Source: an optimization exercise on an open RTL-to-GDS flow (aim: small area, a short achievable clock period and few clock cycles per item). Production flows keep margins and buffers that such runs may drop.
In this exercise RTL edits were held to simulation tests only and were not proved equivalent to the original.

==> v25 <==
Design bcd_calc, start of the top module:
module bcd_calc(
	input clk,
	input rst,
	input in_valid,
	input [19:0] in_a,
	input [19:0] in_b,
	input [1:0] in_op,        
	output in_ready,
	output out_valid,
	output [19:0] out_result,
	output out_error
);
==> module dig10, before the edit <==
module dig10(
	input  [3:0] d,
	input  [3:0] e,
	output [6:0] y
);
wire [5:0] d5;		 
assign d5[1:0] = d[1:0];
radd #(4) a0(.a({2'b00, d[3:2]}), .b(d), .ci(1'b0), .s(d5[5:2]), .co());
assign y[0] = e[0];
radd #(6) a1(.a(d5), .b({3'b000, e[3:1]}), .ci(1'b0), .s(y[6:1]), .co());
endmodule
==> module bcd_calc, before the edit <==
module bcd_calc(
	input clk,
	input rst,
	input in_valid,
	input [19:0] in_a,
	input [19:0] in_b,
	input [1:0] in_op,        
	output in_ready,
	output out_valid,
	output [19:0] out_result,
	output out_error
);
localparam K1 = 2;
localparam K2 = 6;
localparam K3 = 10;
assign in_ready = 1'b1;
reg [5:0] vp;
always @(posedge clk)
	if (rst) vp <= 6'd0;
	else vp <= {vp[4:0], in_valid};
assign out_valid = vp[5];
reg [15:0] a0, b0;
reg sa0, sb0;
reg [1:0] op0;
always @(posedge clk) begin
	a0 <= in_a[15:0];
	b0 <= in_b[15:0];
	sa0 <= in_a[16];	 
	sb0 <= in_b[16];
	op0 <= in_op;
end
wire [13:0] ma, mb;
bcd2n ca(a0, ma);
bcd2n cb(b0, mb);
wire gt = a0 > b0;
wire is_div0 = op0 == 2'd3;
wire is_mul0 = op0 == 2'd2;
wire is_add0 = ~op0[1];
wire esb = sb0 ^ op0[0];
wire diff = sa0 ^ esb;		 
wire sub_b = is_div0 | (is_add0 & diff & gt);
wire inv_a = is_add0 & diff & ~gt;
wire cin0 = is_div0 | (is_add0 & diff);
wire sign0 = is_add0 ? ((~diff | gt) ? sa0 : esb) : (sa0 ^ sb0);
wire [14:0] bor;	 
assign bor[14] = 1'b0;
genvar i;
generate for (i = 13; i >= 0; i = i - 1) begin : borg
	assign bor[i] = bor[i+1] | mb[i];
end endgenerate
wire m_hi = |(ma[13:1] & {bor[1], bor[2], bor[3], bor[4], bor[5], bor[6], bor[7],
	bor[8], bor[9], bor[10], bor[11], bor[12], bor[13]});
wire err0 = (is_div0 & (b0 == 16'd0)) | (is_mul0 & m_hi);
wire [13:0] xs [0:14];
wire [13:0] zs [0:14];
wire [13:0] ys [0:14];
wire [5:0]  fs [0:14];	 
assign xs[0] = 14'd0;
assign zs[0] = ma;
assign ys[0] = mb ^ {14{sub_b}};
assign fs[0] = {is_div0, is_mul0, inv_a, cin0, err0, sign0};
genvar k;
generate for (k = 1; k <= 14; k = k + 1) begin : row
	wire [13:0] xi, zi, yi;
	wire [5:0] fi;
	if (k - 1 == K1 || k - 1 == K2 || k - 1 == K3) begin : cut
		reg [13:0] xr, zr, yr;
		reg [5:0] fr;
		always @(posedge clk) begin
			xr <= xs[k-1];
			zr <= zs[k-1];
			yr <= ys[k-1];
			fr <= fs[k-1];
		end
		assign xi = xr; assign zi = zr; assign yi = yr; assign fi = fr;
	end else begin : nocut
		assign xi = xs[k-1]; assign zi = zs[k-1]; assign yi = ys[k-1]; assign fi = fs[k-1];
	end
	wire f_div = fi[5], f_mul = fi[4], f_inva = fi[3], f_cin = fi[2];
	wire zb = zi[13];
	wire inj = ~f_mul & (zb ^ f_inva);
	wire [k-1:0] p;
	if (k == 1) begin : p1
		assign p = inj;
	end else begin : pk
		assign p = {xi[k-2:0], inj};
	end
	wire [k-1:0] s;
	wire co;
	radd #(.W(k), .FAST(1)) ad(.a(p), .b(yi[k-1:0]), .ci(f_cin), .s(s), .co(co));
	wire yok;	 
	if (k == 14) begin : yk14
		assign yok = 1'b1;
	end else begin : ykn
		assign yok = &yi[13:k];
	end
	wire q = co & yok;
	wire sel = f_div ? q : f_mul ? zb : ((k == 14) & ~f_div & ~f_mul);
	wire [k-1:0] xo = sel ? s : p;
	if (k == 14) begin : x14
		assign xs[k] = xo;
	end else begin : xk
		assign xs[k] = {{(14-k){1'b0}}, xo};
	end
	assign zs[k] = {zi[12:0], q};
	assign ys[k] = yi;
	wire ovf = (f_mul & zb & co) | ((k == 14) & ~f_div & ~f_mul & ~f_cin & co);
	assign fs[k] = {fi[5:2], fi[1] | ovf, fi[0]};
end endgenerate
wire [5:0] ff = fs[14];
wire [13:0] mag = ff[5] ? zs[14] : xs[14];
reg [13:0] mag4;
reg err4, sg4;
always @(posedge clk) begin
	mag4 <= mag;
	err4 <= ff[1];
	sg4 <= ff[0];
end
wire err = err4 | (mag4 > 14'd9999);
wire [15:0] dig;
n2bcd cv(mag4, dig);
reg [15:0] res5;
reg neg5, err5;
always @(posedge clk) begin
	res5 <= err ? 16'd0 : dig;
	neg5 <= sg4 & (mag4 != 14'd0) & ~err;
	err5 <= err;
end
assign out_result = {1'b0, neg5, 1'b0, neg5, res5};
assign out_error = err5;
endmodule
==> flow/config.mk <==
export PLATFORM = sky130hd
export DESIGN_NAME = bcd_calc
export DESIGN_NICKNAME = bcd_calc
export VERILOG_FILES = /design/flow/design.v
export SDC_FILE = /design/flow/constraint.sdc
export NUM_CORES = 4
export LEC_CHECK = 0
export ABC_AREA = 1
export CAP_MARGIN = 20
export CORE_MARGIN = 2
export CORE_UTILIZATION = 40
export PLACE_DENSITY = 0.6
export SLEW_MARGIN = 20
==> flow/constraint.sdc <==
create_clock -name core_clock -period 42.0 [get_ports {clk}]
set_input_delay 8.4000 -clock core_clock [delete_from_list [all_inputs] [get_ports {clk}]]
set_output_delay 8.4000 -clock core_clock [all_outputs]
set_load 0.01 [all_outputs]
standard.sh (not shown) runs the stock make flow with config.mk's settings and CLKGATE_MAP_FILE= SYNTH_SCRIPT=/design/flow/synth_recipe.tcl, a recipe that flattens the netlist after the stock synthesis.
==> flow/flow/run.sh <==
#!/bin/bash
# Own layout flow: the standard ORFS flow (standard.sh), with the port
# buffers made from sky130_fd_sc_hd__buf_2 cells instead of the cell
# buffer_ports picks by default. Each ORFS step logs to orfs/logs/; the make
# output goes to flow.log in this folder.
set -euo pipefail
bash standard.sh "BUFFER_PORTS_ARGS=-buffer_cell sky130_fd_sc_hd__buf_2" finish > flow.log 2>&1
==> v36 (differences from v25) <==
--- a/flow/design.v
+++ b/flow/design.v
@@ -25,11 +25,11 @@
 	input  [3:0] e,
 	output [6:0] y
 );
-wire [5:0] d5;		 
-assign d5[1:0] = d[1:0];
-radd #(4) a0(.a({2'b00, d[3:2]}), .b(d), .ci(1'b0), .s(d5[5:2]), .co());
+wire c4 = d[2] & d[0];
+wire c5 = d[1] & c4;
+wire [6:0] d10 = {d[3] | (d[2] & c5), d[2] ^ c5, d[3] | (d[1] ^ c4), d[2] ^ d[0], d[1], d[0], 1'b0};
 assign y[0] = e[0];
-radd #(6) a1(.a(d5), .b({3'b000, e[3:1]}), .ci(1'b0), .s(y[6:1]), .co());
+radd #(6) a1(.a(d10[6:1]), .b({3'b000, e[3:1]}), .ci(1'b0), .s(y[6:1]), .co());
 endmodule
 module bcd2n(
 	input  [15:0] bcd,
@@ -111,15 +111,16 @@
 wire [13:0] ma, mb;
 bcd2n ca(a0, ma);
 bcd2n cb(b0, mb);
-wire gt = a0 > b0;
+wire gt;	 
+radd #(14) cmp(.a(ma), .b(~mb), .ci(1'b0), .s(), .co(gt));
 wire is_div0 = op0 == 2'd3;
 wire is_mul0 = op0 == 2'd2;
 wire is_add0 = ~op0[1];
 wire esb = sb0 ^ op0[0];
 wire diff = sa0 ^ esb;		 
-wire sub_b = is_div0 | (is_add0 & diff & gt);
-wire inv_a = is_add0 & diff & ~gt;
-wire cin0 = is_div0 | (is_add0 & diff);
+wire sub_b = is_div0 | (is_add0 & diff);
+wire inv_r = is_add0 & diff & ~gt;	 
+wire cin0 = is_div0 | (is_add0 & diff & gt);
 wire sign0 = is_add0 ? ((~diff | gt) ? sa0 : esb) : (sa0 ^ sb0);
 wire [14:0] bor;	 
 assign bor[14] = 1'b0;
@@ -137,7 +138,7 @@
 assign xs[0] = 14'd0;
 assign zs[0] = ma;
 assign ys[0] = mb ^ {14{sub_b}};
-assign fs[0] = {is_div0, is_mul0, inv_a, cin0, err0, sign0};
+assign fs[0] = {is_div0, is_mul0, inv_r, cin0, err0, sign0};
 genvar k;
 generate for (k = 1; k <= 14; k = k + 1) begin : row
 	wire [13:0] xi, zi, yi;
@@ -155,9 +156,9 @@
 	end else begin : nocut
 		assign xi = xs[k-1]; assign zi = zs[k-1]; assign yi = ys[k-1]; assign fi = fs[k-1];
 	end
-	wire f_div = fi[5], f_mul = fi[4], f_inva = fi[3], f_cin = fi[2];
+	wire f_div = fi[5], f_mul = fi[4], f_cin = fi[2];
 	wire zb = zi[13];
-	wire inj = ~f_mul & (zb ^ f_inva);
+	wire inj = ~f_mul & zb;
 	wire [k-1:0] p;
 	if (k == 1) begin : p1
 		assign p = inj;
@@ -166,7 +167,8 @@
 	end
 	wire [k-1:0] s;
 	wire co;
-	radd #(.W(k), .FAST(1)) ad(.a(p), .b(yi[k-1:0]), .ci(f_cin), .s(s), .co(co));
+	wire ci = (k == 14) ? f_cin : f_div;
+	radd #(.W(k), .FAST(1)) ad(.a(p), .b(yi[k-1:0]), .ci(ci), .s(s), .co(co));
 	wire yok;	 
 	if (k == 14) begin : yk14
 		assign yok = 1'b1;
@@ -189,20 +191,22 @@
 wire [5:0] ff = fs[14];
 wire [13:0] mag = ff[5] ? zs[14] : xs[14];
 reg [13:0] mag4;
-reg err4, sg4;
+reg err4, sg4, inv4;
 always @(posedge clk) begin
 	mag4 <= mag;
+	inv4 <= ff[3];
 	err4 <= ff[1];
 	sg4 <= ff[0];
 end
-wire err = err4 | (mag4 > 14'd9999);
+wire [13:0] m = mag4 ^ {14{inv4}};
+wire err = err4 | (m > 14'd9999);
 wire [15:0] dig;
-n2bcd cv(mag4, dig);
+n2bcd cv(m, dig);
 reg [15:0] res5;
 reg neg5, err5;
 always @(posedge clk) begin
 	res5 <= err ? 16'd0 : dig;
-	neg5 <= sg4 & (mag4 != 14'd0) & ~err;
+	neg5 <= sg4 & (m != 14'd0) & ~err;
 	err5 <= err;
 end
 assign out_result = {1'b0, neg5, 1'b0, neg5, res5};
- CTS_CLUSTER_SIZE: not set -> 24
==> v31 (differences from v25) <==
--- a/flow/design.v
+++ b/flow/design.v
@@ -89,15 +89,15 @@
 	output [19:0] out_result,
 	output out_error
 );
-localparam K1 = 2;
-localparam K2 = 6;
-localparam K3 = 10;
+localparam K1 = 3;
+localparam K2 = 8;
+localparam K3 = 13;
 assign in_ready = 1'b1;
-reg [5:0] vp;
+reg [4:0] vp;
 always @(posedge clk)
-	if (rst) vp <= 6'd0;
-	else vp <= {vp[4:0], in_valid};
-assign out_valid = vp[5];
+	if (rst) vp <= 5'd0;
+	else vp <= {vp[3:0], in_valid};
+assign out_valid = vp[4];
 reg [15:0] a0, b0;
 reg sa0, sb0;
 reg [1:0] op0;
@@ -188,22 +188,16 @@
 end endgenerate
 wire [5:0] ff = fs[14];
 wire [13:0] mag = ff[5] ? zs[14] : xs[14];
-reg [13:0] mag4;
-reg err4, sg4;
-always @(posedge clk) begin
-	mag4 <= mag;
-	err4 <= ff[1];
-	sg4 <= ff[0];
-end
-wire err = err4 | (mag4 > 14'd9999);
+wire err3 = ff[1] | (mag > 14'd9999);
+wire neg3 = ff[0] & (mag != 14'd0) & ~err3;
 wire [15:0] dig;
-n2bcd cv(mag4, dig);
+n2bcd cv(mag, dig);
 reg [15:0] res5;
 reg neg5, err5;
 always @(posedge clk) begin
-	res5 <= err ? 16'd0 : dig;
-	neg5 <= sg4 & (mag4 != 14'd0) & ~err;
-	err5 <= err;
+	res5 <= err3 ? 16'd0 : dig;
+	neg5 <= neg3;
+	err5 <= err3;
 end
 assign out_result = {1'b0, neg5, 1'b0, neg5, res5};
 assign out_error = err5;
==> flow/run.sh (new file) <==
#!/bin/bash
# synth_recipe.tcl (not shown) runs the flow's synth.tcl, then flattens the netlist and writes it again
# the make line also repeats each setting of config.mk as NAME=value (left out here)
make -C /OpenROAD-flow-scripts/flow DESIGN_CONFIG=/design/flow/config.mk WORK_HOME=/design/flow/orfs CLKGATE_MAP_FILE= SYNTH_SCRIPT=/design/flow/synth_recipe.tcl finish
- CORE_UTILIZATION: 40 -> 65
- PLACE_DENSITY: 0.6 -> 0.8
removed: flow/flow/run.sh
removed: flow/standard.sh
==> notes.md <==
item                                                                   v25                      v31                      v36
First-pass DRT Iterations                                                5                        6                        5
Combined area of the multi-input logic cells                      8400 um2                 8270 um2                 8020 um2
Post-Place Cell Area                                             14500 um2                14200 um2                14000 um2
Largest net degree at the start of global routing                       24                       28                       29
Complex-gate fraction of the synthesized area                        9.75%                    10.3%                    10.2%
DPL Wire Length                                                   25200 um                 24300 um                 23300 um
Routed length per instance                                         12.2 um                  13.4 um                  12.1 um
Worst slew pin tran                                                 707 ps                   818 ps                   777 ps
Final routed wirelength across all metal layers                   30300 um                 30500 um                 29100 um
Critical path origin                                                  neg5         row[9].cut.fr[4]                     neg5
Clock latency on the worst-skew pair                                450 ps                   440 ps                   440 ps
Multi-input combinational gate total                                  1395                     1385                     1358
End point of the critical path                              out_result[16]        row[14].cut.xr[8]           out_result[18]
Result of the run                                  complete, no violations  complete, no violations  complete, no violations
Overall die area                                                 36400 um2                21900 um2                35000 um2
Sort of element at the end of the critical path                 output pin                 register               output pin
Finished Layout Cells                                                 2490                     2267                     2400
Final-stage net count                                                 2155                     2117                     2069
Testbench counts of v25, summed over its fixed seeds: cycles 8,048, items 8,000.
Testbench counts of v36, summed over its fixed seeds: cycles 8,048, items 8,000.
Testbench counts of v31, summed over its fixed seeds: cycles 8,040, items 8,000.

static timing again, ports no longer ideal:
No port has a modelled driver above. Below, the same layouts with a new extraction and two added sets of constraints. Step 1: set_driving_cell puts a clkbuf_16 on clk and a buf_2 on each other input, an assumption about the parent block. Step 2 also shifts input and output timing later by t, the mid clock arrival at the registers, as if the neighbouring blocks saw the same clock. a / b / c = ideal / step 1 / step 2; a / b = the first two.
| run | t (ns) | setup slack, ns | hold slack, ns | slew at the worst register clock pin (ns) | cell pins on the clock port's net |
|---|---|---|---|---|---|
| v25 | 0.496 | 32.705 / 32.655 / 33.152 | 0.329 / 0.329 / 0.329 | 0.08 / 0.08 | 1 |
| v36 | 0.485 | 32.696 / 32.645 / 32.993 | 0.330 / 0.330 / 0.330 | 0.09 / 0.09 | 1 |
| v31 | 0.487 | 31.185 / 31.185 / 31.185 | 0.327 / 0.327 / 0.327 | 0.08 / 0.08 | 1 |
After both steps setup and hold are still met in every run listed.
